From an optimization exercise on the open Yosys and OpenROAD flow, aimed at small area; shortcuts taken in it are not production practice. No run shown here included a check of the RTL's function; only the layout flow was run. Power figures rest on the tool's default switching activity, not on a simulated workload.

==> design/flow/design.v <==
module blockGame(board_clk, rst, VGA_R, VGA_G, VGA_B, hsync, vsync, clk, blank_n, up, down, left, right, levelselect1, levelselect2);
input board_clk, rst;
input up, down, left, right;
input levelselect1, levelselect2;
output hsync, vsync, clk, blank_n;
output [7:0] VGA_R, VGA_G, VGA_B;
function automatic inxc(input [9:0] xx, input [9:0] b, input [9:0] w);
	inxc = (xx > b) && (xx < b + w);
endfunction
function automatic inx(input [9:0] xx, input [9:0] b, input [9:0] w);
	reg [10:0] c; reg [9:0] d; integer i;
	begin
		c[0] = 1'b0;
		for (i = 0; i < 10; i = i + 1) begin
			d[i] = xx[i] ^ ~b[i] ^ c[i];
			c[i+1] = (xx[i] & ~b[i]) | (xx[i] & c[i]) | (~b[i] & c[i]);
		end
		inx = c[10] && (d < w - 10'd1);
	end
endfunction
function automatic [9:0] add10(input [9:0] p, input [9:0] q);
	reg c; integer i;
	begin
		c = 1'b0;
		for (i = 0; i < 10; i = i + 1) begin
			add10[i] = p[i] ^ q[i] ^ c;
			c = (p[i] & q[i]) | (p[i] & c) | (q[i] & c);
		end
	end
endfunction
function automatic [8:0] add9(input [8:0] p, input [8:0] q);
	reg c; integer i;
	begin
		c = 1'b0;
		for (i = 0; i < 9; i = i + 1) begin
			add9[i] = p[i] ^ q[i] ^ c;
			c = (p[i] & q[i]) | (p[i] & c) | (q[i] & c);
		end
	end
endfunction
function automatic [6:0] add7(input [6:0] p, input [6:0] q);
	reg c; integer i;
	begin
		c = 1'b0;
		for (i = 0; i < 7; i = i + 1) begin
			add7[i] = p[i] ^ q[i] ^ c;
			c = (p[i] & q[i]) | (p[i] & c) | (q[i] & c);
		end
	end
endfunction
function automatic [7:0] add8(input [7:0] p, input [7:0] q);
	reg c; integer i;
	begin
		c = 1'b0;
		for (i = 0; i < 8; i = i + 1) begin
			add8[i] = p[i] ^ q[i] ^ c;
			c = (p[i] & q[i]) | (p[i] & c) | (q[i] & c);
		end
	end
endfunction
function automatic [13:0] inc14c(input [13:0] p, input ci);
	reg c; integer i;
	begin
		c = ci;
		for (i = 0; i < 14; i = i + 1) begin
			inc14c[i] = p[i] ^ c;
			c = p[i] & c;
		end
	end
endfunction
function automatic [9:0] inc10c(input [9:0] p, input ci);
	reg c; integer i;
	begin
		c = ci;
		for (i = 0; i < 10; i = i + 1) begin
			inc10c[i] = p[i] ^ c;
			c = p[i] & c;
		end
	end
endfunction
reg a, s;
always @(posedge board_clk) begin
	if (rst) begin a <= 1'b0; s <= 1'b0; end
	else begin a <= ~a; s <= s | a; end
end
wire clk_en = a | rst;
assign clk = s & ~a;
reg [13:0] h;
wire h_end = h[13] & h[12] & h[7] & h[6] & h[4] & h[2];	 
always @(posedge board_clk) begin
	if (rst) h <= 14'd6250;
	else h <= (h_end & a) ? 14'd0 : inc14c(h, a);
end
wire upd_s = h_end & ~a;	 
wire upd   = h_end & a;		 
reg [9:0] px, py;
wire pinc = a & s;
wire px_end = px[9] & px[8] & px[4] & px[3] & px[0];	 
wire py_end = py[9] & py[3] & py[2] & py[0];		 
wire pyinc = pinc & px_end;
always @(posedge board_clk) begin
	if (rst) begin px <= 10'd0; py <= 10'd0; end
	else begin
		px <= pyinc ? 10'd0 : inc10c(px, pinc);
		py <= (pyinc & py_end) ? 10'd0 : inc10c(py, pyinc);
	end
end
wire [9:0] x = px;
wire [9:0] y = py;
assign blank_n = (x < 10'd640) && (y < 10'd480);
assign hsync = ~((x >= 10'd655) && (x < 10'd747));
assign vsync = ~((y >= 10'd490) && (y < 10'd492));
wire screen = blank_n;
wire border = (x < 10'd75) || ((x >= 10'd566) && (x < 10'd641)) || (y < 10'd75) || ((y >= 10'd406) && (y < 10'd481));
wire end_zone = (x >= 10'd540) && (x <= 10'd565) && (y >= 10'd75) && (y <= 10'd100);
wire go_text =
	(((y >= 10'd200) && (y < 10'd210)) && (((x >= 10'd210) && (x < 10'd250)) || ((x >= 10'd290) && (x < 10'd300)) || ((x >= 10'd340) && (x < 10'd350)) || ((x >= 10'd380) && (x < 10'd390)) || ((x >= 10'd410) && (x < 10'd460)))) ||
	(((y >= 10'd210) && (y < 10'd220)) && (((x >= 10'd200) && (x < 10'd210)) || ((x >= 10'd280) && (x < 10'd290)) || ((x >= 10'd300) && (x < 10'd310)) || ((x >= 10'd340) && (x < 10'd360)) || ((x >= 10'd370) && (x < 10'd390)) || ((x >= 10'd410) && (x < 10'd420)))) ||
	(((y >= 10'd220) && (y < 10'd230)) && (((x >= 10'd200) && (x < 10'd210)) || ((x >= 10'd230) && (x < 10'd250)) || ((x >= 10'd270) && (x < 10'd280)) || ((x >= 10'd310) && (x < 10'd320)) || ((x >= 10'd340) && (x < 10'd350)) || ((x >= 10'd360) && (x < 10'd370)) || ((x >= 10'd380) && (x < 10'd390)) || ((x >= 10'd410) && (x < 10'd440)))) ||
	(((y >= 10'd230) && (y < 10'd240)) && (((x >= 10'd200) && (x < 10'd210)) || ((x >= 10'd240) && (x < 10'd250)) || ((x >= 10'd270) && (x < 10'd320)) || ((x >= 10'd340) && (x < 10'd350)) || ((x >= 10'd380) && (x < 10'd390)) || ((x >= 10'd410) && (x < 10'd420)))) ||
	(((y >= 10'd240) && (y < 10'd250)) && (((x >= 10'd210) && (x < 10'd250)) || ((x >= 10'd270) && (x < 10'd280)) || ((x >= 10'd310) && (x < 10'd320)) || ((x >= 10'd340) && (x < 10'd350)) || ((x >= 10'd380) && (x < 10'd390)) || ((x >= 10'd410) && (x < 10'd460)))) ||
	(((y >= 10'd260) && (y < 10'd270)) && (((x >= 10'd210) && (x < 10'd240)) || ((x >= 10'd270) && (x < 10'd280)) || ((x >= 10'd310) && (x < 10'd320)) || ((x >= 10'd340) && (x < 10'd390)) || ((x >= 10'd410) && (x < 10'd450)))) ||
	(((y >= 10'd270) && (y < 10'd280)) && (((x >= 10'd200) && (x < 10'd210)) || ((x >= 10'd240) && (x < 10'd250)) || ((x >= 10'd270) && (x < 10'd280)) || ((x >= 10'd310) && (x < 10'd320)) || ((x >= 10'd340) && (x < 10'd350)) || ((x >= 10'd410) && (x < 10'd420)) || ((x >= 10'd450) && (x < 10'd460)))) ||
	(((y >= 10'd280) && (y < 10'd290)) && (((x >= 10'd200) && (x < 10'd210)) || ((x >= 10'd240) && (x < 10'd250)) || ((x >= 10'd270) && (x < 10'd280)) || ((x >= 10'd310) && (x < 10'd320)) || ((x >= 10'd340) && (x < 10'd370)) || ((x >= 10'd410) && (x < 10'd450)))) ||
	(((y >= 10'd290) && (y < 10'd300)) && (((x >= 10'd200) && (x < 10'd210)) || ((x >= 10'd240) && (x < 10'd250)) || ((x >= 10'd280) && (x < 10'd290)) || ((x >= 10'd300) && (x < 10'd310)) || ((x >= 10'd340) && (x < 10'd350)) || ((x >= 10'd410) && (x < 10'd420)) || ((x >= 10'd450) && (x < 10'd460)))) ||
	(((y >= 10'd300) && (y < 10'd310)) && (((x >= 10'd210) && (x < 10'd240)) || ((x >= 10'd290) && (x < 10'd300)) || ((x >= 10'd340) && (x < 10'd390)) || ((x >= 10'd410) && (x < 10'd420)) || ((x >= 10'd450) && (x < 10'd460))));
wire win_text =
	(((y >= 10'd230) && (y < 10'd240)) && (((x >= 10'd230) && (x < 10'd240)) || ((x >= 10'd270) && (x < 10'd280)) || ((x >= 10'd300) && (x < 10'd350)) || ((x >= 10'd370) && (x < 10'd380)) || ((x >= 10'd410) && (x < 10'd420)) || ((x >= 10'd430) && (x < 10'd440)))) ||
	(((y >= 10'd240) && (y < 10'd250)) && (((x >= 10'd230) && (x < 10'd240)) || ((x >= 10'd270) && (x < 10'd280)) || ((x >= 10'd320) && (x < 10'd330)) || ((x >= 10'd370) && (x < 10'd390)) || ((x >= 10'd410) && (x < 10'd420)) || ((x >= 10'd430) && (x < 10'd440)))) ||
	(((y >= 10'd250) && (y < 10'd260)) && (((x >= 10'd230) && (x < 10'd240)) || ((x >= 10'd250) && (x < 10'd260)) || ((x >= 10'd270) && (x < 10'd280)) || ((x >= 10'd320) && (x < 10'd330)) || ((x >= 10'd370) && (x < 10'd380)) || ((x >= 10'd390) && (x < 10'd400)) || ((x >= 10'd410) && (x < 10'd420)) || ((x >= 10'd430) && (x < 10'd440)))) ||
	(((y >= 10'd260) && (y < 10'd270)) && (((x >= 10'd230) && (x < 10'd250)) || ((x >= 10'd260) && (x < 10'd280)) || ((x >= 10'd320) && (x < 10'd330)) || ((x >= 10'd370) && (x < 10'd380)) || ((x >= 10'd400) && (x < 10'd420)))) ||
	(((y >= 10'd270) && (y < 10'd280)) && (((x >= 10'd230) && (x < 10'd240)) || ((x >= 10'd270) && (x < 10'd280)) || ((x >= 10'd300) && (x < 10'd350)) || ((x >= 10'd370) && (x < 10'd380)) || ((x >= 10'd410) && (x < 10'd420)) || ((x >= 10'd430) && (x < 10'd440))));
wire level_text =
	(((y >= 10'd35) && (y < 10'd37)) && (((x >= 10'd300) && (x < 10'd302)) || ((x >= 10'd312) && (x < 10'd322)) || ((x >= 10'd324) && (x < 10'd326)) || ((x >= 10'd332) && (x < 10'd334)) || ((x >= 10'd336) && (x < 10'd346)) || ((x >= 10'd348) && (x < 10'd350)))) ||
	(((y >= 10'd37) && (y < 10'd39)) && (((x >= 10'd300) && (x < 10'd302)) || ((x >= 10'd312) && (x < 10'd314)) || ((x >= 10'd324) && (x < 10'd326)) || ((x >= 10'd332) && (x < 10'd334)) || ((x >= 10'd336) && (x < 10'd338)) || ((x >= 10'd348) && (x < 10'd350)))) ||
	(((y >= 10'd39) && (y < 10'd41)) && (((x >= 10'd300) && (x < 10'd302)) || ((x >= 10'd312) && (x < 10'd318)) || ((x >= 10'd324) && (x < 10'd326)) || ((x >= 10'd332) && (x < 10'd334)) || ((x >= 10'd336) && (x < 10'd342)) || ((x >= 10'd348) && (x < 10'd350)))) ||
	(((y >= 10'd41) && (y < 10'd43)) && (((x >= 10'd300) && (x < 10'd302)) || ((x >= 10'd312) && (x < 10'd314)) || ((x >= 10'd326) && (x < 10'd328)) || ((x >= 10'd330) && (x < 10'd332)) || ((x >= 10'd336) && (x < 10'd338)) || ((x >= 10'd348) && (x < 10'd350)))) ||
	(((y >= 10'd43) && (y < 10'd45)) && (((x >= 10'd300) && (x < 10'd310)) || ((x >= 10'd312) && (x < 10'd322)) || ((x >= 10'd328) && (x < 10'd330)) || ((x >= 10'd336) && (x < 10'd346)) || ((x >= 10'd348) && (x < 10'd358))));
wire num0_text = (((y >= 10'd35) && (y < 10'd37)) && ((x >= 10'd362) && (x < 10'd366))) || (((y >= 10'd37) && (y < 10'd43)) && ((x >= 10'd360) && (x < 10'd362))) || (((y >= 10'd37) && (y < 10'd43)) && ((x >= 10'd366) && (x < 10'd368))) || (((y >= 10'd43) && (y < 10'd45)) && ((x >= 10'd362) && (x < 10'd366)));
wire num1_text = (((y >= 10'd35) && (y < 10'd37)) && ((x >= 10'd362) && (x < 10'd366))) || (((y >= 10'd37) && (y < 10'd43)) && ((x >= 10'd364) && (x < 10'd366))) || (((y >= 10'd43) && (y < 10'd45)) && ((x >= 10'd362) && (x < 10'd368)));
wire num2_text = (((y >= 10'd35) && (y < 10'd37)) && ((x >= 10'd360) && (x < 10'd368))) || (((y >= 10'd37) && (y < 10'd39)) && ((x >= 10'd368) && (x < 10'd370))) || (((y >= 10'd39) && (y < 10'd41)) && ((x >= 10'd362) && (x < 10'd368))) || (((y >= 10'd41) && (y < 10'd43)) && ((x >= 10'd360) && (x < 10'd362))) || (((y >= 10'd43) && (y < 10'd45)) && ((x >= 10'd360) && (x < 10'd370)));
reg pact, pact_d;
reg [1:0] pdir;
wire pu = ~up, pd = ~down, pl = ~left, pr = ~right;
always @(posedge board_clk) begin
	if (rst) begin
		pact <= 1'b0; pact_d <= 1'b0; pdir <= 2'd0;
	end else if (upd_s) begin
		pact_d <= pact;
		if (pact)
			pact <= (pdir == 2'd0) ? pu : (pdir == 2'd1) ? pd : (pdir == 2'd2) ? pl : pr;
		else begin
			pact <= pu | pd | pl | pr;
			pdir <= pu ? 2'd0 : pd ? 2'd1 : pl ? 2'd2 : 2'd3;
		end
	end
end
reg u2;
always @(posedge board_clk) u2 <= upd;
wire u1 = upd;
reg [9:0] x1a, x1b;	 
reg [7:0] x2a, x2b;	 
reg [8:0] x3a, x3b;	 
reg [7:0] x4a, x4b;	 
reg [8:0] y1a, y1b;	 
reg [8:0] y2a, y2b;	 
reg [8:0] y3a, y3b;	 
reg [6:0] l2v1y;
wire [9:0] l1h3x = x1b;
wire [7:0] l1h1x_1 = x2a;
wire [7:0] l2h2x = x2b;
wire [8:0] l2h5x = x3b;
wire [8:0] l2h1x_1 = x3a;
wire [8:0] l2h6x = {x4b[6:0], 2'b11};
wire [8:0] l1v3y = y1b;
wire [8:0] l1v1y_1 = y1a;
wire [8:0] l1v5y = y2b;
wire [8:0] l2v3y = y3b;
wire [9:0] l0hx = x1b;
wire [7:0] l1h1x = x2b;
wire [8:0] l2h1x = x3b;
wire [7:0] plx_h = x4b;
wire [8:0] l1v1y = y1b;
wire [8:0] l0vy = y2b;
wire [8:0] ply = y3b;
reg l1lag2, l1lag4, l1lag5, l1lagv2, l1lagv4, l1lagv6, l2lag3, l2lag4, l2lagv2, l2lagv4, l2lagv5;
wire c1 = (~l1h1x_1[0] & ~l1h1x_1[3] & ~l1h1x_1[6] & ~l1h1x_1[7]), c3 = (~l1h3x[1] & l1h3x[2] & l1h3x[6]);
wire l1h_rs3 = ~c1 & ~l1lag2 & c3;
wire l1h_mv = ~c1 & ~l1lag2 & ~c3 & ~l1lag4 & ~l1lag5;
wire f1 = (~l1v1y_1[0] & ~l1v1y_1[4] & ~l1v1y_1[5] & l1v1y_1[7]), f3 = (l1v3y[3] & l1v3y[5] & ~l1v3y[6]), f5 = (l1v5y[0] & l1v5y[6] & ~l1v5y[7]);
wire l1v_rs3 = ~f1 & ~l1lagv2 & f3;
wire l1v_rs5 = ~f1 & ~l1lagv2 & ~f3 & ~l1lagv4 & f5;
wire l1v_mv = ~f1 & ~l1lagv2 & ~f3 & ~l1lagv4 & ~f5 & ~l1lagv6;
wire e1 = (~l2h1x_1[2] & ~l2h1x_1[4] & ~l2h1x_1[5] & l2h1x_1[6]), e2 = (~l2h2x[2] & ~l2h2x[4] & ~l2h2x[5] & l2h2x[6]), e5 = (l2h5x[4] & l2h5x[5] & l2h5x[7] & l2h5x[8]), e6 = (~x4b[0] & ~x4b[1] & ~x4b[2] & ~x4b[4] & ~x4b[6]);
wire l2h_rs2 = ~e1 & e2;
wire l2h_n = ~e1 & ~e2 & ~l2lag3 & ~l2lag4;
wire l2h_rs5 = l2h_n & e5;
wire l2h_rs6 = l2h_n & ~e5 & e6;
wire l2h_mv = l2h_n & ~e5 & ~e6;
wire g1 = (~l2v1y[0] & ~l2v1y[4] & ~l2v1y[5]), g3 = (~l2v3y[7] & ~l2v3y[8]);
wire l2v_rs3 = ~g1 & ~l2lagv2 & g3;
wire l2v_mv = ~g1 & ~l2lagv2 & ~g3 & ~l2lagv4 & ~l2lagv5;
reg l1h_mv2, l2h_mv2, l1v_mv2;	 
always @(posedge board_clk) begin
	l1h_mv2 <= u1 & l1h_mv;
	l2h_mv2 <= u1 & l2h_mv;
	l1v_mv2 <= u1 & l1v_mv;
end
always @(posedge board_clk) begin
	if (rst) begin
		l1lag2 <= 1'b0; l1lag4 <= 1'b0; l1lag5 <= 1'b0; l1lagv2 <= 1'b0; l1lagv4 <= 1'b0; l1lagv6 <= 1'b0;
		l2lag3 <= 1'b0; l2lag4 <= 1'b0; l2lagv2 <= 1'b0; l2lagv4 <= 1'b0; l2lagv5 <= 1'b0;
		l2v1y <= 7'd125;
	end else if (u1) begin
		if (c1) l1lag2 <= 1'b1; else if (l1lag2) l1lag2 <= 1'b0;
		if (l1h_rs3) begin l1lag4 <= 1'b1; l1lag5 <= 1'b1; end
		else if (~c1 & ~l1lag2 & ~c3) begin
			if (l1lag4) l1lag4 <= 1'b0; else if (l1lag5) l1lag5 <= 1'b0;
		end
		if (f1) l1lagv2 <= 1'b1; else if (l1lagv2) l1lagv2 <= 1'b0;
		if (l1v_rs3) l1lagv4 <= 1'b1; else if (~f1 & ~l1lagv2 & ~f3 & l1lagv4) l1lagv4 <= 1'b0;
		if (l1v_rs5) l1lagv6 <= 1'b1; else if (~f1 & ~l1lagv2 & ~f3 & ~l1lagv4 & ~f5 & l1lagv6) l1lagv6 <= 1'b0;
		if (l2h_rs2) begin l2lag3 <= 1'b1; l2lag4 <= 1'b1; end
		else if (~e1 & ~e2) begin
			if (l2lag3) l2lag3 <= 1'b0; else if (l2lag4) l2lag4 <= 1'b0;
		end
		if (g1) begin l2v1y <= 7'd125; l2lagv2 <= 1'b1; l2lagv5 <= 1'b1; end
		else if (l2lagv2) l2lagv2 <= 1'b0;
		else if (~g3) begin
			if (l2lagv4) l2lagv4 <= 1'b0;
			else if (l2lagv5) l2lagv5 <= 1'b0;
			else l2v1y <= add7(l2v1y, -7'd3);
		end
		if (l2v_rs3) l2lagv4 <= 1'b1;
	end
end
wire px_l = pact_d & (pdir == 2'd2), px_r = pact_d & (pdir == 2'd3);
wire py_u = pact_d & (pdir == 2'd0), py_d = pact_d & (pdir == 2'd1);
wire [9:0] nx1 = (a ? l1h_rs3 : (~x1b[0] & ~x1b[1] & ~x1b[2] & ~x1b[3] & ~x1b[5] & ~x1b[6] & ~x1b[8] & ~x1b[9])) ? (a ? 10'd510 : 10'd616) :
	(a ? l1h_mv : 1'b1) ? add10(x1b, a ? 10'd3 : -10'd7) : x1b;
wire [7:0] nx2 = (a ? l2h_rs2 : (~x2b[0] & ~x2b[3] & ~x2b[6] & ~x2b[7])) ? (a ? 8'd165 : 8'd215) :
	(a ? l2h_mv : l1h_mv2) ? add8(x2b, a ? -8'd2 : -8'd3) : x2b;
wire [8:0] nx3 = (a ? l2h_rs5 : (~x3b[2] & ~x3b[4] & ~x3b[5] & x3b[6])) ? 9'd165 :
	(a ? l2h_mv : l2h_mv2) ? add9(x3b, a ? 9'd5 : -9'd1) : x3b;
wire [7:0] nx4 = (a & l2h_rs6) ? 8'd113 :
	(a ? l2h_mv : (px_l | px_r)) ? add8(x4b, (a | px_l) ? -8'd1 : 8'd1) : x4b;
wire [8:0] ny1 = (a ? l1v_rs3 : (~y1b[0] & ~y1b[4] & ~y1b[5] & y1b[7])) ? 9'd336 :
	(a ? l1v_mv : l1v_mv2) ? add9(y1b, a ? 9'd3 : -9'd3) : y1b;
wire [8:0] ny2 = (a ? l1v_rs5 : (~y2b[0] & y2b[3] & y2b[7] & y2b[8])) ? (a ? 9'd300 : 9'd25) :
	(a ? l1v_mv : 1'b1) ? add9(y2b, a ? -9'd3 : 9'd5) : y2b;
wire [8:0] ny3 = (a & l2v_rs3) ? 9'd340 :
	(a ? l2v_mv : (py_u | py_d)) ? add9(y3b, a ? -9'd9 : py_u ? -9'd4 : 9'd4) : y3b;
wire uu = u1 | u2;
wire first = ~a & ~s;
always @(posedge board_clk) begin
	x1b <= x1a; x2b <= x2a; x3b <= x3a; x4b <= x4a; y1b <= y1a; y2b <= y2a; y3b <= y3a;
	if (rst) begin
		x1a <= 10'd510; x2a <= 8'd165; x3a <= 9'd165; x4a <= 8'd113;
		y1a <= 9'd336;  y2a <= 9'd300; y3a <= 9'd340;
	end else if (first) begin
		x1a <= 10'd566; x2a <= 8'd215; x3a <= 9'd165; x4a <= 8'd18;
		y1a <= 9'd336;  y2a <= 9'd75;  y3a <= 9'd385;
	end else if (uu) begin
		x1a <= nx1; x2a <= nx2; x3a <= nx3; x4a <= nx4; y1a <= ny1; y2a <= ny2; y3a <= ny3;
	end else begin
		x1a <= x1b; x2a <= x2b; x3a <= x3b; x4a <= x4b; y1a <= y1b; y2a <= y2b; y3a <= y3b;
	end
end
function automatic inxw(input [9:0] xx, input [9:0] b, input [9:0] wa, input [9:0] wb, input ph);
	reg [10:0] c; reg [9:0] d; integer i;
	begin
		c[0] = 1'b0;
		for (i = 0; i < 10; i = i + 1) begin
			d[i] = xx[i] ^ ~b[i] ^ c[i];
			c[i+1] = (xx[i] & ~b[i]) | (xx[i] & c[i]) | (~b[i] & c[i]);
		end
		inxw = c[10] && (ph ? (d < wb - 10'd1) : (d < wa - 10'd1));
	end
endfunction
wire cx1 = inxw(x, x1a, 10'd20, 10'd50, a);
wire cx2 = inxw(x, {2'b0, x2a}, 10'd15, 10'd20, a);
wire cx3 = inxw(x, {1'b0, x3a}, 10'd25, 10'd15, a);
wire cx4 = inxw(x, {x4a, 2'b11}, 10'd25, 10'd20, a);
wire cy1 = inxw(y, {1'b0, y1a}, 10'd20, 10'd20, a);
wire cy2 = inxw(y, {1'b0, y2a}, 10'd20, 10'd50, a);
wire cy3 = inxw(y, {1'b0, y3a}, 10'd20, 10'd20, a);
reg kx1, kx2, kx3, kx4, ky1, ky2, ky3;	 
always @(posedge board_clk) begin
	kx1 <= cx1; kx2 <= cx2; kx3 <= cx3; kx4 <= cx4; ky1 <= cy1; ky2 <= cy2; ky3 <= cy3;
end
wire xl1h3 = kx1, xl0h = cx1;
wire xl2h2 = kx2, xl1h1 = cx2;
wire xl2h5 = kx3, xl2h1 = cx3;
wire xl2h6 = kx4, xpl = cx4;
wire yl1v3 = ky1, yl1v1 = cy1;
wire yl1v5 = ky2, yl0v = cy2;
wire yl2v3 = ky3, ypl = cy3;
wire yl2v1 = inx(y, {3'b0, l2v1y}, 10'd10);
wire player = xpl && ypl;
wire l0_v = inxc(x, 10'd300, 10'd50) && yl0v;
wire l0_h = xl0h && inxc(y, 10'd249, 10'd50);
wire l0_s = inxc(x, 10'd515, 10'd50) && inxc(y, 10'd100, 10'd50);
wire l1_s1 = inxc(x, 10'd70, 10'd75) && inxc(y, 10'd70, 10'd75);
wire l1_s2 = inxc(x, 10'd200, 10'd75) && inxc(y, 10'd155, 10'd75);
wire l1_s3 = inxc(x, 10'd200, 10'd75) && inxc(y, 10'd331, 10'd75);
wire l1_s4 = inxc(x, 10'd455, 10'd75) && inxc(y, 10'd290, 10'd75);
wire l1_s5 = inxc(x, 10'd455, 10'd75) && inxc(y, 10'd70, 10'd75);
wire l1_h1 = xl1h1 && inxc(y, 10'd165, 10'd20);
wire l1_h2 = (l1lag2 ? inxc(x, 10'd50, 10'd20) : xl1h1) && inxc(y, 10'd210, 10'd20);
wire l1_h3 = xl1h3 && inxc(y, 10'd340, 10'd20);
wire l1_h4 = (l1lag4 ? inxc(x, 10'd588, 10'd20) : xl1h3) && inxc(y, 10'd300, 10'd20);
wire l1_h5 = (l1lag5 ? inxc(x, 10'd588, 10'd20) : xl1h3) && inxc(y, 10'd120, 10'd20);
wire l1_v1 = inxc(x, 10'd205, 10'd20) && yl1v1;
wire l1_v2 = inxc(x, 10'd250, 10'd20) && (l1lagv2 ? inxc(y, 10'd204, 10'd20) : yl1v1);
wire l1_v3 = inxc(x, 10'd460, 10'd20) && yl1v3;
wire l1_v4 = inxc(x, 10'd505, 10'd20) && (l1lagv4 ? inxc(y, 10'd426, 10'd20) : yl1v3);
wire l1_v5 = inxc(x, 10'd460, 10'd20) && yl1v5;
wire l1_v6 = inxc(x, 10'd505, 10'd20) && (l1lagv6 ? inxc(y, 10'd123, 10'd20) : yl1v5);
wire l2_s  = inxc(x, 10'd165, 10'd412) && inxc(y, 10'd125, 10'd281);
wire l2_h1 = xl2h1 && inxc(y, 10'd350, 10'd15);
wire l2_h2 = xl2h2 && inxc(y, 10'd315, 10'd15);
wire l2_h3 = (l2lag3 ? inxc(x, 10'd75, 10'd15) : xl2h2) && inxc(y, 10'd280, 10'd15);
wire l2_h4 = (l2lag4 ? inxc(x, 10'd75, 10'd15) : xl2h2) && inxc(y, 10'd245, 10'd15);
wire l2_h5 = xl2h5 && inxc(y, 10'd75, 10'd25);
wire l2_h6 = xl2h6 && inxc(y, 10'd100, 10'd25);
wire l2_v1 = inxc(x, 10'd515, 10'd10) && yl2v1;
wire l2_v2 = inxc(x, 10'd490, 10'd10) && (l2lagv2 ? inxc(y, 10'd74, 10'd10) : yl2v1);
wire l2_v3 = inxc(x, 10'd75, 10'd20) && yl2v3;
wire l2_v4 = inxc(x, 10'd105, 10'd20) && (l2lagv4 ? inxc(y, 10'd124, 10'd20) : yl2v3);
wire l2_v5 = inxc(x, 10'd540, 10'd10) && (l2lagv5 ? inxc(y, 10'd74, 10'd10) : yl2v1);
wire sel0 = ~levelselect1 & ~levelselect2;
wire sel1 = levelselect1 & ~levelselect2;
wire [15:0] v0 = {13'd0, l0_s, l0_h, l0_v};
wire [15:0] v1 = {l1_v6, l1_v5, l1_v4, l1_v3, l1_v2, l1_v1, l1_h5, l1_h4, l1_h3, l1_h2, l1_h1, l1_s5, l1_s4, l1_s3, l1_s2, l1_s1};
wire [15:0] v2 = {4'd0, l2_v5, l2_v4, l2_v3, l2_v2, l2_v1, l2_h6, l2_h5, l2_h4, l2_h3, l2_h2, l2_h1, l2_s};
wire [15:0] bv = sel0 ? v0 : sel1 ? v1 : v2;
reg fb0, fb1, fb2, fb34, fb56, fb79, fb1011, fb1215;
always @(posedge board_clk) if (clk_en) begin
	fb0 <= bv[0]; fb1 <= bv[1]; fb2 <= bv[2];
	fb34 <= bv[3] | bv[4];
	fb56 <= bv[5] | bv[6];
	fb79 <= bv[7] | bv[8] | bv[9];
	fb1011 <= bv[10] | bv[11];
	fb1215 <= |bv[15:12];
end
wire f012 = fb0 | fb1 | fb2;
wire f04 = f012 | fb34;
wire f011 = f04 | fb56 | fb79 | fb1011;
wire fall = f011 | fb1215;
wire f1015 = fb1011 | fb1215;
wire f711 = fb79 | fb1011;
reg [1:0] cs;	 
reg win, game_over;
wire goal = player & end_zone;
wire hitbox = player & (border | fall);
always @(posedge board_clk) if (clk_en) begin
	if (rst) begin
		cs <= 2'd0; win <= 1'b0; game_over <= 1'b0;
	end else begin
		if (cs == 2'd0) cs <= goal ? 2'd1 : hitbox ? 2'd2 : 2'd0;
		case (cs)
			2'd0: begin win <= 1'b0; game_over <= 1'b0; end
			2'd1: win <= 1'b1;
			2'd2: game_over <= 1'b1;
			default: ;
		endcase
	end
end
reg R, G, B;
always @(posedge board_clk) if (clk_en) begin
	if (game_over) begin
		R <= screen & ~go_text; G <= 1'b0; B <= 1'b0;
	end else if (win) begin
		R <= 1'b0; G <= screen & ~win_text; B <= 1'b0;
	end else if (sel0) begin
		R <= (border & ~level_text & ~num0_text) | player | fb2;
		G <= (border & ~level_text & ~num0_text) | end_zone | fb0;
		B <= ~player & ((border & ~level_text & ~num0_text) | f012);
	end else if (sel1) begin
		R <= (border & ~level_text & ~num1_text) | player | f04;
		G <= (border & ~level_text & ~num1_text) | end_zone | f1015;
		B <= ~player & ((border & ~level_text & ~num1_text) | fall);
	end else begin
		R <= (border & ~level_text & ~num2_text) | player | fb0;
		G <= (border & ~level_text & ~num2_text) | end_zone | f711;
		B <= ~player & ((border & ~level_text & ~num2_text) | f011);
	end
end
reg oR, oG, oB;
always @(posedge board_clk) if (clk_en) begin
	oR <= R; oG <= G; oB <= B;
end
assign VGA_R = {8{oR}};
assign VGA_G = {8{oG}};
assign VGA_B = {8{oB}};
endmodule
==> design/flow/run.sh <==
#!/bin/bash
# synth_recipe.tcl (not shown) runs the flow's synth.tcl, then flattens the netlist and writes it again
# the make line also repeats each setting of config.mk as NAME=value (left out here)
make -C /OpenROAD-flow-scripts/flow DESIGN_CONFIG=/design/flow/config.mk WORK_HOME=/design/flow/orfs CLKGATE_MAP_FILE= SYNTH_SCRIPT=/design/flow/synth_recipe.tcl finish
==> design/flow/config.mk <==
export PLATFORM = sky130hd
export DESIGN_NAME = blockGame
export DESIGN_NICKNAME = blockGame
export VERILOG_FILES = /design/flow/design.v
export SDC_FILE = /design/flow/constraint.sdc
export NUM_CORES = 4
export LEC_CHECK = 0
export CAP_MARGIN = 20
export CORE_MARGIN = 2
export CORE_UTILIZATION = 40
export CTS_BUF_LIST = sky130_fd_sc_hd__clkbuf_4
export CTS_CLUSTER_SIZE = 20
export SLEW_MARGIN = 20
==> design/flow/constraint.sdc <==
create_clock -name core_clock -period 10.0 [get_ports {board_clk}]
set_input_delay 2.0000 -clock core_clock [delete_from_list [all_inputs] [get_ports {board_clk}]]
set_output_delay 2.0000 -clock core_clock [all_outputs]
set_load 0.01 [all_outputs]
==> results.sh, run 1 <==
export IMPL_status="finished clean"
export IMPL_yosys_warnings=1
export IMPL_placed_cells=2045
export IMPL_ys_flop_type="dfxtp_1"
export IMPL_power_leakage_nw=6.29
export IMPL_cts_hold_buf=0
export IMPL_busiest_layer="met2"
export IMPL_holdWs_ns=0.318
export IMPL_post_drt_via_cell_ratio=5.80
export IMPL_clkSinkCount=211
export IMPL_cp_depth=5
export IMPL_slew_violations=0
export IMPL_power_frac_comb=0.078
export IMPL_syn_area_mm2=0.0142
export IMPL_final_nets=1822
export IMPL_drc=0
export IMPL_end_kind="output pin"
export IMPL_fillCellCount=3490
export IMPL_seq_power_share=0.466
export IMPL_gr_usage_all_layers=0.244
export IMPL_finClkSkew_ns=0.0635
export IMPL_cap_violations=0
export IMPL_relSlewSlack=0.310
export IMPL_cts_setup_buffers=0
export IMPL_setup_viol=0
export IMPL_cts_max_level=2
export IMPL_cts_resized=0
export IMPL_cts_tree="built"
export IMPL_synth_seq_area_share=0.311
export IMPL_powerDensity_mw_per_mm2=124
export IMPL_clkPwrFrac=0.456
export IMPL_syn_num_nets=1807
export IMPL_dr_pass1_iters=5
export IMPL_worstPathRequired_ns=8.00
export IMPL_path_delay_family="simple AND/OR/NAND/NOR gates"
export IMPL_holdPathStages=0
export IMPL_area_growth_pct=10.0
export IMPL_dieArea_mm2=0.0369
export IMPL_critical_path_max_fanout=38
export IMPL_worstSetupPathType="flip-flop to output pin"
export IMPL_grtUsageMet2=0.388
export IMPL_async_flop_share=0
export IMPL_max_freq_ghz=0.199
export IMPL_grt_pass1_vias=12378
export IMPL_finalCriticalPeriod_ns=5.04
export IMPL_slowest_delay_ns=0.55
export IMPL_tns_ns=0
export IMPL_clk_latency_ns=0.77
export IMPL_hp_class="flip-flop to flip-flop"
export IMPL_vdd_ir_drop_worst_mv=0.104
export IMPL_final_hold_violation_count=0
export IMPL_post_dp_hpwl_um=32000
export IMPL_post_route_util=0.449
export IMPL_io_buffers=35
export IMPL_rsz0062_at_grt="no"
export IMPL_netSwitchingFraction=0.265
export IMPL_die_h_um=192
export IMPL_core_area_mm2=0.0347
export IMPL_met3_usage=0.0519
export IMPL_critPathBufInv=2
export IMPL_ios=36
export IMPL_die_w_um=192
export IMPL_drt_initial_drc_count=1302
export IMPL_cts_buffers=59
export IMPL_p_sw_w=0.000514
export IMPL_cp_slowest_cell="or4_1"
export IMPL_ys_seq_elements=211
export IMPL_grt_pass1_wl_um=69600
export IMPL_cp_arrival_ns=3.04
export IMPL_synth_edf_count=18
export IMPL_yosysUniqueCellTypes=86
export IMPL_drive_above_1_share=0.0860
export IMPL_cp_cell_sequence="buf_4, and2_1, nand2_1, or4_1, clkdlybuf4s50_1"
export IMPL_clockRootBuffer="clkbuf_4"
export IMPL_syn_inst=1636
export IMPL_worstMarginPinSlew_ns=1.03
export IMPL_vias=12479
export IMPL_start_util=0.408
export IMPL_r2r_cells=20
export IMPL_antenna_found_initial=1
export IMPL_core_rowCount=68
export IMPL_start_kind="flip-flop"
export IMPL_overflow=0
export IMPL_power_w=0.00194
export IMPL_drt_wl_total_um=44000
export IMPL_clockBufferDepth=3
export IMPL_instances_no_fill=2153
export IMPL_wl_per_cell_um=20.5
export IMPL_clk_pin_slew_ns=0.07
export IMPL_globalplace_congestion=0.970
export IMPL_finalCritPeriodShare=0.504
export IMPL_ant_nets=0
export IMPL_intPower_w=0.00143
export IMPL_syn_avg_cell_area_um2=8.65
export IMPL_grt_use_met1=0.315
export IMPL_grt_max_degree=51
worst register-to-register path, delay by kind of cell, from the launching register on:
kind                     cells  cell delay (ns)
AO/OA/AOI/OAI                3             0.43
buffers and inverters        5             0.61
AND/OR/NAND/NOR              4             0.73
flip-flops                   1             0.94
adder cells (fa/ha/maj)      8             2.17
layout make-up:
type	count	area, µm²	area share
flip-flops and latches	211	4410	0.283
clock inverters	26	221	0.0142
well taps	455	569	0.0365
multi-input cells	1151	8600	0.552
diodes	1	2.50	0.000161
repair buffers	61	541	0.0347
inverters	167	627	0.0402
clock buffers	81	608	0.0390
cell families (layout without fill, tap and decap cells):
logic type / Yosys count / after routing / synth area share
other: 0 / 1 / 0
buffers and inverters: 274 / 335 / 0.0815
multiplexers: 25 / 25 / 0.0186
flip-flops: 211 / 211 / 0.311
adder cells (fa/ha/maj): 166 / 166 / 0.198
AO/OA/AOI/OAI: 363 / 363 / 0.166
AND/OR/NAND/NOR: 578 / 578 / 0.213
XOR/XNOR: 19 / 19 / 0.0118
routing by layer:
metal	share of wire	wire (µm)
met5	0	0
met4	0.045	1980
met3	0.084	3720
met2	0.45	20000
met1	0.42	18400
cells in the mapped netlist (all sizes together), types with 8 or more instances:
cell type	count	area (µm²)
a211oi	12	90.1
a21o	15	113
a21oi	101	524
a311oi	9	78.8
a31oi	26	163
and2	38	238
and3	11	68.8
buf	60	350
clkbuf	47	176
dfxtp	193	3860
edfxtp	18	541
fa	98	1960
ha	65	813
inv	165	619
mux2i	23	230
nand2	131	492
nand2b	24	150
nand3	48	240
nand3b	9	67.6
nand4	21	131
nor2	134	503
nor2b	19	119
nor3	42	221
nor3b	12	90.1
nor4	20	131
o2111ai	8	70.1
o211ai	15	113
o21ai	83	415
o22ai	9	56.3
o311ai	8	70.1
o31ai	11	87.6
or2	8	50.0
or3	18	113
or4	9	71.3
xnor2	10	87.6
xor2	9	78.8
stage by stage:
step           worst slack [ns]  area [µm²]
2_1_floorplan              4.62       14200
3_3_place_gp               5.09       14700
3_5_place_dp               4.86       14700
4_1_cts                    4.85       15600
5_1_grt                    4.56       15600
6_report                   4.96       15600
sequential cells by signal (all words and copies together) (netlist names), 9 cells and up:
register and cells:
y2a 9, y3a 9, x3b 9, y3b 9, y2b 9, y1a 9, y1b 9, py 10
x1b 10, h 14, x3a 9, px 10, x1a 10
cell usage in the layout, fill, tap and decap left out, drive strengths merged, types with 9 or more instances in the layout:
cell,instances
a211oi,12
a21o,15
a21oi,101
a311oi,9
a31oi,26
and2,38
and3,11
buf,27
clkbuf,81
clkdlybuf4s50,34
clkinv,22
dfxtp,193
edfxtp,18
fa,98
ha,65
inv,166
mux2i,23
nand2,131
nand2b,24
nand3,48
nand3b,9
nand4,21
nor2,134
nor2b,19
nor3,42
nor3b,12
nor4,20
o211ai,15
o21ai,83
o22ai,9
o31ai,11
or3,18
or4,9
xnor2,10
xor2,9
power groups by stage:
stage / Combinational [W] / Sequential [W] / Clock (W)
3_5_place_dp: 0.000151 / 0.000923 / 0
6_report: 0.000151 / 0.000905 / 0.000884
5_1_grt: 0.000173 / 0.000908 / 0.000953
4_1_cts: 0.000152 / 0.000905 / 0.000911
3_3_place_gp: 0.000147 / 0.000922 / 0
2_1_floorplan: 0.000108 / 0.000915 / 0
worst paths after layout:
path | startpoint | to | slack (ns)
hold reg to reg | x3a[5]$_SDFF_PP1_ | x3b[5]$_DFF_P_ | 0.32
setup reg to reg | py[2]$_SDFF_PP0_ | R$_DFFE_PP_ | 4.99
hold / removal | x3a[5]$_SDFF_PP1_ | x3b[5]$_DFF_P_ | 0.32
setup / recovery | py[5]$_SDFF_PP0_ | vsync | 4.96
==> run 2: changes to the inputs <==
--- a/design/flow/config.mk
+++ b/design/flow/config.mk
@@ -10,4 +10,4 @@
 export CORE_UTILIZATION = 40
-export CTS_BUF_LIST = sky130_fd_sc_hd__clkbuf_4
-export CTS_CLUSTER_SIZE = 20
+export CTS_CLUSTER_DIAMETER = 100
+export CTS_CLUSTER_SIZE = 30
 export SLEW_MARGIN = 20
==> run 2 against run 1 <==
Against the previous run: cell count down 4.1%; worst setup slack worse by 0.0042 ns; combinational power is essentially flat; power decreased by 14%; synthesized cell count unchanged; clock skew is 0.038 ns lower; die area is the same; register-to-register slack lost 0.03 ns; clock-buffer cell count decreased by 67; critical path depth up 15; largest power group unchanged.
==> results.sh, run 2 <==
export IMPL_status="finished clean"
export IMPL_async_flop_share=0
export IMPL_cp_arrival_ns=5.41
export IMPL_globalplace_congestion=0.970
export IMPL_slew_violations=0
export IMPL_slowest_delay_ns=0.95
export IMPL_post_drt_via_cell_ratio=5.87
export IMPL_synth_top_cells_by_count="193 x dfxtp_1, 161 x inv_1, 134 x nor2_1"
export IMPL_grt_pass1_wl_um=68300
export IMPL_drive_above_1_share=0.0435
export IMPL_mostFrequentLayoutCells="191 x dfxtp_1, 161 x inv_1, 134 x nor2_1, 131 x nand2_1"
export IMPL_ys_flop_type="dfxtp_1"
export IMPL_rsz0062_at_grt="no"
export IMPL_vdd_ir_drop_worst_mv=0.102
export IMPL_synth_edf_count=18
export IMPL_fillCellCount=3492
export IMPL_cp_depth=20
export IMPL_synth_top_family_by_area="simple AND/OR/NAND/NOR gates"
export IMPL_cts_setup_buffers=0
export IMPL_worstPathRequired_ns=10.36
export IMPL_synth_fa_ha_area_frac=0.198
export IMPL_grt_max_degree=51
export IMPL_io_buffers=35
export IMPL_hp_class="flip-flop to flip-flop"
export IMPL_relSlewSlack=0.308
export IMPL_yosys_warnings=1
export IMPL_drt_initial_drc_count=1269
export IMPL_path_common_cell="fa_1"
export IMPL_clockBufferDepth=3
export IMPL_clk_latency_ns=0.51
export IMPL_stdcell_area_mm2=0.0152
export IMPL_r2r_start="py[2]$_SDFF_PP0_"
export IMPL_ys_seq_elements=211
export IMPL_critical_path_max_fanout=28
export IMPL_multi_input_area_mm2=0.00860
export IMPL_final_common_cell="dfxtp_1"
export IMPL_yosysUniqueCellTypes=86
export IMPL_seq_area_mm2=0.00441
export IMPL_antenna_found_initial=0
export IMPL_overflow=0
export IMPL_core_rowCount=68
export IMPL_core_area_mm2=0.0347
export IMPL_cts_buffers=13
export IMPL_syn_inst=1636
export IMPL_synth_mux_area_frac=0.0186
export IMPL_netlist_top_cells_area="dfxtp_1 27%, fa_1 14%, ha_1 5.7%"
export IMPL_antenna_cells=0
export IMPL_wl_per_cell_um=20.9
export IMPL_cp_cell_sequence="inv_1, fa_1, inv_1, fa_1, fa_1, fa_1, inv_1, fa_1, inv_1, fa_1, inv_1, fa_1, ha_1, nand4b_1, or3_1, a21oi_1, nand2_1, nand3_1, a211o_1, a32o_1"
export IMPL_start_util=0.408
export IMPL_worstSetupPathType="flip-flop to flip-flop"
export IMPL_worstSetupEndpoint="R$_DFFE_PP_"
export IMPL_cts_hold_buf=0
export IMPL_regMostFlops="h"
export IMPL_setup_viol=0
export IMPL_synth_area_leader_cell="dfxtp_1"
export IMPL_yosys_area_top_type_share=0.273
export IMPL_syn_num_nets=1807
export IMPL_area_growth_pct=7.24
export IMPL_dr_pass1_iters=8
export IMPL_synth_seq_area_share=0.311
export IMPL_drt_wl_total_um=43200
export IMPL_vias=12127
export IMPL_synth_most_common_cell="dfxtp_1"
export IMPL_critPathBufInv=5
export IMPL_largest_reg_flops=14
export IMPL_grt_pass1_vias=11979
export IMPL_cts_resized=0
export IMPL_ff2ff_setup_slack_ns=4.96
export IMPL_final_nets=1776
export IMPL_gr_usage_all_layers=0.239
export IMPL_tns_ns=0
export IMPL_placed_cell_area_mm2=0.0147
export IMPL_syn_avg_cell_area_um2=8.65
export IMPL_dieArea_mm2=0.0369
export IMPL_worstMarginPinSlew_ns=1.03
export IMPL_clkSinkCount=211
export IMPL_synth_simple_area_share=0.213
export IMPL_die_w_um=192
export IMPL_cap_violations=0
export IMPL_start_kind="flip-flop"
export IMPL_r2r_cells=20
export IMPL_synth_compound_area_share=0.166
export IMPL_powerDensity_mw_per_mm2=110
export IMPL_syn_area_mm2=0.0142
export IMPL_drc=0
export IMPL_power_leakage_nw=6.01
export IMPL_cp_slowest_cell="dfxtp_1"
export IMPL_ios=36
export IMPL_finalCriticalPeriod_ns=5.04
export IMPL_clockRootBuffer="clkbuf_16"
export IMPL_max_freq_ghz=0.198
export IMPL_cts_max_level=1
export IMPL_post_dp_hpwl_um=32000
export IMPL_ant_nets=0
export IMPL_synth_xor_area_frac=0.0118
export IMPL_cts_tree="built"
export IMPL_reg2reg_to="R$_DFFE_PP_"
export IMPL_timing_critical_path_from="py[2]$_SDFF_PP0_"
export IMPL_end_kind="flip-flop"
export IMPL_finalCritPeriodShare=0.504
export IMPL_final_hold_violation_count=0
export IMPL_die_h_um=192
export IMPL_path_delay_family="adder cells"
export IMPL_clk_pin_slew_ns=0.12
export IMPL_finClkSkew_ns=0.0255
## run 2: cells by family (layout without fill, tap and decap cells)
| logic type | after synthesis | in the layout |
|---|---|---|
| XOR/XNOR | 19 | 19 |
| multiplexers | 25 | 25 |
| buffers and inverters | 274 | 248 |
| adder cells (fa/ha/maj) | 166 | 166 |
| flip-flops | 211 | 211 |
| AND/OR/NAND/NOR | 578 | 578 |
| AO/OA/AOI/OAI | 363 | 363 |
## run 2: worst min-delay path by stage
stage                          end  cells after the start              start
floorplan           x1b[0]$_DFF_P_                      0  x1a[0]$_SDFF_PP0_
global placement    y2b[1]$_DFF_P_                      0  y2a[1]$_SDFF_PP0_
detailed placement  x1b[0]$_DFF_P_                      0  x1a[0]$_SDFF_PP0_
CTS                 x4b[0]$_DFF_P_                      0  x4a[0]$_SDFF_PP1_
global route        y3b[7]$_DFF_P_                      0  y3a[7]$_SDFF_PP0_
finish              y3b[0]$_DFF_P_                      0  y3a[0]$_SDFF_PP0_
## run 2: power by group
group	total (W)	internal (W)	switching, W
Clock	0.000611	0.000264	0.000346
Combinational	0.000151	0.0000648	0.0000859
Sequential	0.000904	0.000879	0.0000257
## run 2: area by class of cell
type                            count  share of cell area
Inverter                          167              0.0413
Tap cell                          455              0.0375
Multi-Input combinational cell   1151               0.567
Clock inverter                      6             0.00692
Sequential cell                   211               0.290
Timing Repair Buffer               61              0.0356
Clock buffer                       14              0.0217
## run 2: metrics by stage
stage	hold slack (ns)	setup slack, ns	util	instances	total power, W
final	0.352	4.96	0.437	2065	0.00167
after global routing	0.359	4.54	0.437	2065	0.00173
after CTS	0.352	4.87	0.437	2065	0.00169
after detailed placement	0.337	4.86	0.425	2045	0.00107
after global placement	0.336	5.09	0.425	2045	0.00107
after floorplan	0.331	4.62	-	1636	0.00102
## run 2: per-layer routing
metal	wire length (µm)	up-vias	GRT usage
met5	0	-	0
met4	1960	0	0.105
met3	3260	124	0.0347
met2	19500	545	0.384
met1	18500	5844	0.319
li1	-	5614	-
==> run 3: changes to the inputs <==
--- a/design/flow/config.mk
+++ b/design/flow/config.mk
@@ -7,7 +7,7 @@
 export LEC_CHECK = 0
-export CAP_MARGIN = 20
+export CAP_MARGIN = 0
 export CORE_MARGIN = 2
-export CORE_UTILIZATION = 40
-export CTS_CLUSTER_DIAMETER = 100
+export CORE_UTILIZATION = 60
+export CTS_BUF_LIST = sky130_fd_sc_hd__clkbuf_8
 export CTS_CLUSTER_SIZE = 30
-export SLEW_MARGIN = 20
+export SLEW_MARGIN = 0
==> run 3 against run 2 <==
Against the previous run: critical endpoint is now fb1011$_DFFE_PP_; global-route usage rose by 11 points; sequential share of layout area fell by 0.53 points; hold slack got worse by 0.0035 ns; cell area rose by 1.9%; largest power group is now clock; highest routed layer unchanged; sequential power barely moved; critical path depth rose by 1; synthesized area did not move; via count rose by 3.0%; clock skew barely moved; flip-flop and latch count did not move; wire length fell by 0.92%; first-iteration DRC count fell by 4.8%.
==> results.sh, run 3 <==
export IMPL_placed_cells=1908
export IMPL_overflow=0
export IMPL_seq_power_share=0.450
export IMPL_power_leakage_nw=6.30
export IMPL_start_kind="flip-flop"
export IMPL_syn_area_mm2=0.0142
export IMPL_status="finished clean"
export IMPL_cts_resized=0
export IMPL_seq_area_mm2=0.00441
export IMPL_finalCritPeriodShare=0.532
export IMPL_yosys_area_top_type_share=0.273
export IMPL_synth_most_common_cell="dfxtp_1"
export IMPL_cap_violations=0
export IMPL_relSlewSlack=0.123
export IMPL_mostFrequentLayoutCells="191 x dfxtp_1, 170 x inv_1, 134 x nor2_1, 131 x nand2_1"
export IMPL_cts_max_level=2
export IMPL_syn_avg_cell_area_um2=8.65
export IMPL_max_freq_ghz=0.188
export IMPL_hold_start="y2a[1]$_SDFF_PP0_"
export IMPL_dr_pass1_iters=8
export IMPL_antenna_cells=0
export IMPL_ys_flop_type="dfxtp_1"
export IMPL_io_buffers=35
export IMPL_holdPathStages=0
export IMPL_rsz0062_at_grt="no"
export IMPL_antenna_found_initial=0
export IMPL_reg2reg_to="fb1011$_DFFE_PP_"
export IMPL_start_util=0.607
export IMPL_drt_wl_total_um=42800
export IMPL_area_growth_pct=9.23
export IMPL_power_w=0.00201
export IMPL_hp_class="flip-flop to flip-flop"
export IMPL_worstSetupPathType="flip-flop to flip-flop"
export IMPL_wl_per_cell_um=21.7
export IMPL_multi_input_area_mm2=0.00860
export IMPL_cts_hold_buf=0
export IMPL_grt_pass1_vias=12061
export IMPL_setup_viol=0
export IMPL_netSwitchingFraction=0.248
export IMPL_synth_area_leader_cell="dfxtp_1"
export IMPL_largest_reg_flops=14
export IMPL_ios=36
export IMPL_cts_tree="built"
export IMPL_final_nets=1799
export IMPL_path_delay_family="adder cells"
export IMPL_p_sw_w=0.000497
export IMPL_final_common_cell="dfxtp_1"
export IMPL_clkPwrFrac=0.475
export IMPL_timing_critical_path_from="py[1]$_SDFF_PP0_"
export IMPL_yosys_warnings=1
export IMPL_worstMarginPinSlew_ns=1.28
export IMPL_ant_nets=0
export IMPL_die_h_um=158
export IMPL_drc=0
export IMPL_power_frac_comb=0.075
export IMPL_r2r_start="py[1]$_SDFF_PP0_"
export IMPL_die_w_um=158
export IMPL_worstPathRequired_ns=10.39
export IMPL_finalCriticalPeriod_ns=5.32
export IMPL_finClkSkew_ns=0.0255
export IMPL_cp_cell_sequence="buf_4, inv_1, fa_1, inv_1, fa_1, fa_1, inv_1, fa_1, inv_1, fa_1, inv_1, fa_1, ha_1, ha_1, ha_1, nand4b_1, a2111oi_0, mux2i_1, nor4b_1, o21ai_0, o21ai_0"
export IMPL_post_drt_via_cell_ratio=6.32
export IMPL_synth_top_cells_by_count="193 x dfxtp_1, 161 x inv_1, 134 x nor2_1"
export IMPL_synth_seq_area_share=0.311
export IMPL_final_hold_violation_count=0
export IMPL_drive_above_1_share=0.0658
export IMPL_end_kind="flip-flop"
export IMPL_async_flop_share=0
export IMPL_cp_arrival_ns=5.71
export IMPL_critical_path_max_fanout=27
export IMPL_syn_inst=1636
export IMPL_ys_seq_elements=211
export IMPL_critPathBufInv=6
export IMPL_yosysUniqueCellTypes=86
export IMPL_placed_cell_area_mm2=0.0146
export IMPL_cts_buffers=37
export IMPL_min_to="y2b[1]$_DFF_P_"
export IMPL_slew_violations=0
export IMPL_syn_num_nets=1807
export IMPL_clockBufferDepth=3
export IMPL_vias=12491
export IMPL_clockRootBuffer="clkbuf_8"
export IMPL_regMostFlops="h"
export IMPL_slowest_delay_ns=1.07
export IMPL_netlist_top_cells_area="dfxtp_1 27%, fa_1 14%, ha_1 5.7%"
export IMPL_path_common_cell="fa_1"
export IMPL_drt_initial_drc_count=1208
export IMPL_vdd_ir_drop_worst_mv=0.141
export IMPL_clk_pin_slew_ns=0.06
export IMPL_grt_max_degree=62
export IMPL_grt_pass1_wl_um=66800
export IMPL_stdcell_area_mm2=0.0155
export IMPL_instances_no_fill=1976
export IMPL_dieArea_mm2=0.0248
export IMPL_cts_setup_buffers=0
export IMPL_ff2ff_setup_slack_ns=4.68
export IMPL_holdWs_ns=0.349
export IMPL_r2r_cells=21
export IMPL_globalplace_congestion=1.00
export IMPL_gr_usage_all_layers=0.349
export IMPL_intPower_w=0.00151
export IMPL_clk_latency_ns=0.57
export IMPL_post_dp_hpwl_um=30800
export IMPL_clkSinkCount=211
export IMPL_cp_slowest_cell="a2111oi_0"
export IMPL_tns_ns=0
export IMPL_core_area_mm2=0.0233
export IMPL_fillCellCount=1966
export IMPL_core_rowCount=56
export IMPL_powerDensity_mw_per_mm2=130
export IMPL_synth_edf_count=18
[run 3: cell counts after synthesis]
No cell type changed its count.
[run 3: routing by layer]
| layer | share of wire | GRT usage | vias up |
|---|---|---|---|
| li1 | - | - | 5673 |
| met1 | 0.41 | 0.468 | 5986 |
| met2 | 0.45 | 0.548 | 675 |
| met3 | 0.084 | 0.0605 | 157 |
| met4 | 0.049 | 0.172 | 0 |
| met5 | 0 | 0 | - |
[run 3: through the flow]
stage | setup WS, ns | utilization
2_1_floorplan | 4.62 | -
3_3_place_gp | 5.06 | 0.624
3_5_place_dp | 4.81 | 0.624
4_1_cts | 4.81 | 0.663
5_1_grt | 4.42 | 0.663
6_report | 4.68 | 0.663
[run 3: cells by family (layout without fill, tap and decap cells)]
logic type	after synthesis	after routing	synth area share
AND/OR/NAND/NOR	578	578	0.213
multiplexers	25	25	0.0186
flip-flops	211	211	0.311
buffers and inverters	274	295	0.0815
adder cells (fa/ha/maj)	166	166	0.198
XOR/XNOR	19	19	0.0118
AO/OA/AOI/OAI	363	363	0.166
[run 3: layout make-up]
| type | count | share of cell area |
|---|---|---|
| clock inverter | 20 | 0.0152 |
| sequential | 211 | 0.285 |
| inverter | 167 | 0.0405 |
| multi-input combinational | 1151 | 0.556 |
| clock buffer | 48 | 0.0427 |
| tap | 319 | 0.0258 |
| timing repair buffer | 60 | 0.0345 |
[run 3: power groups by stage]
| stage | combinational [W] | sequential [W] | clock [W] |
|---|---|---|---|
| after floorplan | 0.000108 | 0.000915 | 0 |
| after global placement | 0.000144 | 0.000921 | 0 |
| after detailed placement | 0.000150 | 0.000922 | 0 |
| after CTS | 0.000151 | 0.000904 | 0.000963 |
| after global routing | 0.000169 | 0.000907 | 0.00100 |
| final | 0.000150 | 0.000904 | 0.000954 |
[run 3: how the worst max path moves through the flow]
stage,end,cells past startpoint
final,fb1011$_DFFE_PP_,21
after global routing,fb1011$_DFFE_PP_,21
after CTS,fb1011$_DFFE_PP_,21
after detailed placement,fb1011$_DFFE_PP_,21
after global placement,fb1011$_DFFE_PP_,21
after floorplan,y1a[8]$_SDFF_PP1_,12
==> run 4: changes to the inputs <==
--- a/design/flow/design.v
+++ b/design/flow/design.v
@@ -351,4 +351,3 @@
 wire f711 = fb79 | fb1011;
-reg [1:0] cs;	 
-reg win, game_over;
+reg cw, cl, cd;
 wire goal = player & end_zone;
@@ -357,13 +356,10 @@
 	if (rst) begin
-		cs <= 2'd0; win <= 1'b0; game_over <= 1'b0;
+		cw <= 1'b0; cl <= 1'b0; cd <= 1'b0;
 	end else begin
-		if (cs == 2'd0) cs <= goal ? 2'd1 : hitbox ? 2'd2 : 2'd0;
-		case (cs)
-			2'd0: begin win <= 1'b0; game_over <= 1'b0; end
-			2'd1: win <= 1'b1;
-			2'd2: game_over <= 1'b1;
-			default: ;
-		endcase
+		cw <= cw | (~cl & goal);
+		cl <= cl | (~cw & ~goal & hitbox);
+		cd <= cw | cl;
 	end
 end
+wire win = cw & cd, game_over = cl & cd;
 reg R, G, B;
==> design/flow/config.mk (replaced) <==
export PLATFORM = sky130hd
export DESIGN_NAME = blockGame
export DESIGN_NICKNAME = blockGame
export VERILOG_FILES = /design/flow/design.v
export SDC_FILE = /design/flow/constraint.sdc
export NUM_CORES = 4
export LEC_CHECK = 0
export CAP_MARGIN = 20
export CORE_MARGIN = 2
export CORE_UTILIZATION = 40
export CTS_CLUSTER_DIAMETER = 90
export CTS_CLUSTER_SIZE = 25
export SLEW_MARGIN = 20
==> run 4 against run 3 <==
Against the previous run: clock power fell by 31%; critical path depth did not move; non-clock buffer count rose by 5; combinational power fell by 5%; cell count rose by 4.6%; cell area fell by 1.5%; critical path type unchanged; highest routed layer unchanged.
==> results.sh, run 4 <==
export IMPL_core_area_mm2=0.0347
export IMPL_antenna_found_initial=0
export IMPL_area_growth_pct=7.68
export IMPL_final_nets=1774
export IMPL_slew_violations=0
export IMPL_start_kind="flip-flop"
export IMPL_synth_top_cells_by_count="193 x dfxtp_1, 166 x inv_1, 145 x nor2_1"
export IMPL_ios=36
export IMPL_worstSetupPathType="flip-flop to flip-flop"
export IMPL_cap_violations=0
export IMPL_die_w_um=192
export IMPL_cts_resized=0
export IMPL_yosysUniqueCellTypes=99
export IMPL_yosys_area_top_type_share=0.273
export IMPL_tns_ns=0
export IMPL_relSlewSlack=0.255
export IMPL_vias=12110
export IMPL_fin_ws_ns=5.10
export IMPL_synth_edf_count=17
export IMPL_finClkSkew_ns=0.0365
export IMPL_grt_pass1_wl_um=68000
export IMPL_end_kind="flip-flop"
export IMPL_worstMarginPinSlew_ns=1.11
export IMPL_syn_area_mm2=0.0141
export IMPL_critical_path_max_fanout=39
export IMPL_drc=0
export IMPL_cts_buffers=15
export IMPL_wl_met1_um=18700
export IMPL_synth_most_common_cell="dfxtp_1"
export IMPL_syn_avg_cell_area_um2=8.71
export IMPL_wl_met2_um=19400
export IMPL_synth_seq_area_share=0.309
export IMPL_powerDensity_mw_per_mm2=112
export IMPL_pre_cts_ws_ns=5.10
export IMPL_yosys_warnings=1
export IMPL_dieArea_mm2=0.0369
export IMPL_r2r_cells=21
export IMPL_drive_above_1_share=0.0627
export IMPL_overflow=0
export IMPL_clk_pin_slew_ns=0.09
export IMPL_worstPathRequired_ns=10.38
export IMPL_clkSinkCount=210
export IMPL_final_common_cell="dfxtp_1"
export IMPL_globalplace_congestion=0.980
export IMPL_cts_hold_buf=0
export IMPL_die_h_um=192
export IMPL_cp_arrival_ns=5.27
export IMPL_grt_pass1_vias=11774
export IMPL_vdd_ir_drop_worst_mv=0.0847
export IMPL_ys_seq_elements=210
export IMPL_clk_latency_ns=0.52
export IMPL_antenna_cells=0
export IMPL_dr_pass1_iters=6
export IMPL_ys_flop_type="dfxtp_1"
export IMPL_max_freq_ghz=0.204
export IMPL_drt_wl_total_um=43000
export IMPL_gr_usage_all_layers=0.238
export IMPL_fillCellCount=3408
export IMPL_hp_class="flip-flop to flip-flop"
export IMPL_holdPathStages=0
export IMPL_io_buffers=35
export IMPL_highest_layer="met4"
export IMPL_netlist_top_cells_area="dfxtp_1 27%, fa_1 14%, ha_1 5.7%"
export IMPL_post_dp_hpwl_um=31600
export IMPL_grt_max_degree=41
export IMPL_drt_initial_drc_count=1393
export IMPL_power_leakage_nw=6.13
export IMPL_largest_reg_flops=14
export IMPL_post_drt_via_cell_ratio=5.86
export IMPL_cts_setup_buffers=0
export IMPL_cts_tree="built"
export IMPL_syn_inst=1624
export IMPL_status="finished clean"
export IMPL_start_util=0.408
export IMPL_dr_wl_met3_um=3040
export IMPL_finalCriticalPeriod_ns=4.90
export IMPL_cts_max_level=1
export IMPL_regMostFlops="h"
export IMPL_final_hold_violation_count=0
export IMPL_ant_nets=0
export IMPL_syn_num_nets=1795
export IMPL_setup_viol=0
export IMPL_clockRootBuffer="clkbuf_16"
export IMPL_finalCritPeriodShare=0.490
export IMPL_synth_area_leader_cell="dfxtp_1"
export IMPL_wl_per_cell_um=20.8
export IMPL_rsz0062_at_grt="no"
export IMPL_clockBufferDepth=3
export IMPL_core_rowCount=68
export IMPL_async_flop_share=0
export IMPL_mostFrequentLayoutCells="192 x dfxtp_1, 166 x inv_1, 145 x nor2_1, 132 x nand2_1, 101 x a21oi_1"
run 4: cell type report:
class | instances | area [µm²] | area share
multi-input combinational | 1142 | 8580 | 0.563
sequential | 210 | 4380 | 0.287
clock inverter | 9 | 126 | 0.00829
inverter | 169 | 634 | 0.0416
clock buffer | 16 | 379 | 0.0249
timing repair buffer | 65 | 571 | 0.0374
tap | 455 | 569 | 0.0374
run 4: worst paths after layout:
kind,to,from,slack [ns]
min,x1b[7]$_DFF_P_,x1a[7]$_SDFF_PP1_,0.35
max,cl$_SDFFCE_PP0P_,px[3]$_SDFF_PP0_,5.10
max reg2reg,cl$_SDFFCE_PP0P_,px[3]$_SDFF_PP0_,5.10
min reg2reg,x1b[7]$_DFF_P_,x1a[7]$_SDFF_PP1_,0.35
run 4: power by group:
part / switching (W) / total (W) / internal (W)
Clock: 0.000357 / 0.000658 / 0.000301
Combinational: 0.0000823 / 0.000143 / 0.0000606
Sequential: 0.0000260 / 0.000899 / 0.000873
Total: 0.000465 / 0.00170 / 0.00123
run 4: worst max-delay path: stages, from the launching register on:
cell and delay (ns):
dfxtp_1 0.31, buf_4 0.40, inv_1 0.22, fa_1 0.45, inv_1 0.07, fa_1 0.18, fa_1 0.17, inv_1 0.05
fa_1 0.36, inv_1 0.08, fa_1 0.16, inv_1 0.05, fa_1 0.35, inv_1 0.07, fa_1 0.41, nor4b_1 0.28
nand3_1 0.12, a21oi_1 0.31, nand2_1 0.27, nor4_1 0.31, nor2_1 0.06, nor2_1 0.08
run 4: routing by layer:
layer	up-vias	global-route usage
met1	5822	0.328
met5	-	0
li1	5618	-
met3	116	0.0322
met4	0	0.0966
met2	554	0.378
run 4: stage by stage:
step | area, µm² | power [W] | utilization | instances | hold slack [ns]
after floorplan | 14100 | 0.00101 | - | 1624 | 0.331
after global placement | 14700 | 0.00106 | 0.424 | 2041 | 0.335
after detailed placement | 14700 | 0.00106 | 0.424 | 2041 | 0.336
after CTS | 15200 | 0.00172 | 0.439 | 2066 | 0.355
after global routing | 15200 | 0.00177 | 0.439 | 2066 | 0.361
final | 15200 | 0.00170 | 0.439 | 2066 | 0.354
run 4: cell families (layout without fill, tap and decap cells):
logic type | after synthesis | in the layout | share of synthesized area
AND/OR/NAND/NOR | 549 | 549 | 0.198
AO/OA/AOI/OAI | 387 | 387 | 0.182
buffers and inverters | 272 | 259 | 0.0848
flip-flops | 210 | 210 | 0.309
adder cells (fa/ha/maj) | 165 | 165 | 0.198
multiplexers | 22 | 22 | 0.0167
XOR/XNOR | 19 | 19 | 0.0118

[static timing again, ports no longer ideal]
Ports are ideal in the flow. The routed layouts listed here were re-timed in OpenROAD.
Step 1 (the two cells are an assumption about what drives the block):
set clk [get_ports {board_clk}]
set_driving_cell -lib_cell sky130_fd_sc_hd__clkbuf_16 $clk
set_driving_cell -lib_cell sky130_fd_sc_hd__buf_2 [delete_from_list [all_inputs] $clk]
Step 2 adds t to the input delays and takes it off the output delays; t is the mean of the earliest and latest rising clock arrival at the registers after step 1. Input paths then give back, and output paths get back, about the clock's delay inside the block.
Slacks: ideal ports / drivers / drivers and shift; pairs: ideal ports / drivers.
| run | t (ns) | setup slack, ns | worst setup path at the end | worst slew at a driven data input, ns | cell pins on the clock port's net |
|---|---|---|---|---|---|
| run 1 | 0.780 | 4.962 / 4.919 / 4.986 | register to register | 0.03 | 1 |
| run 2 | 0.552 | 4.958 / 4.958 / 4.958 | register to register | 0.03 | 1 |
| run 3 | 0.599 | 4.682 / 4.682 / 4.682 | register to register | 0.03 | 1 |
| run 4 | 0.555 | 5.102 / 5.102 / 5.102 | register to register | 0.03 | 1 |
After both steps every run listed still meets setup and hold.
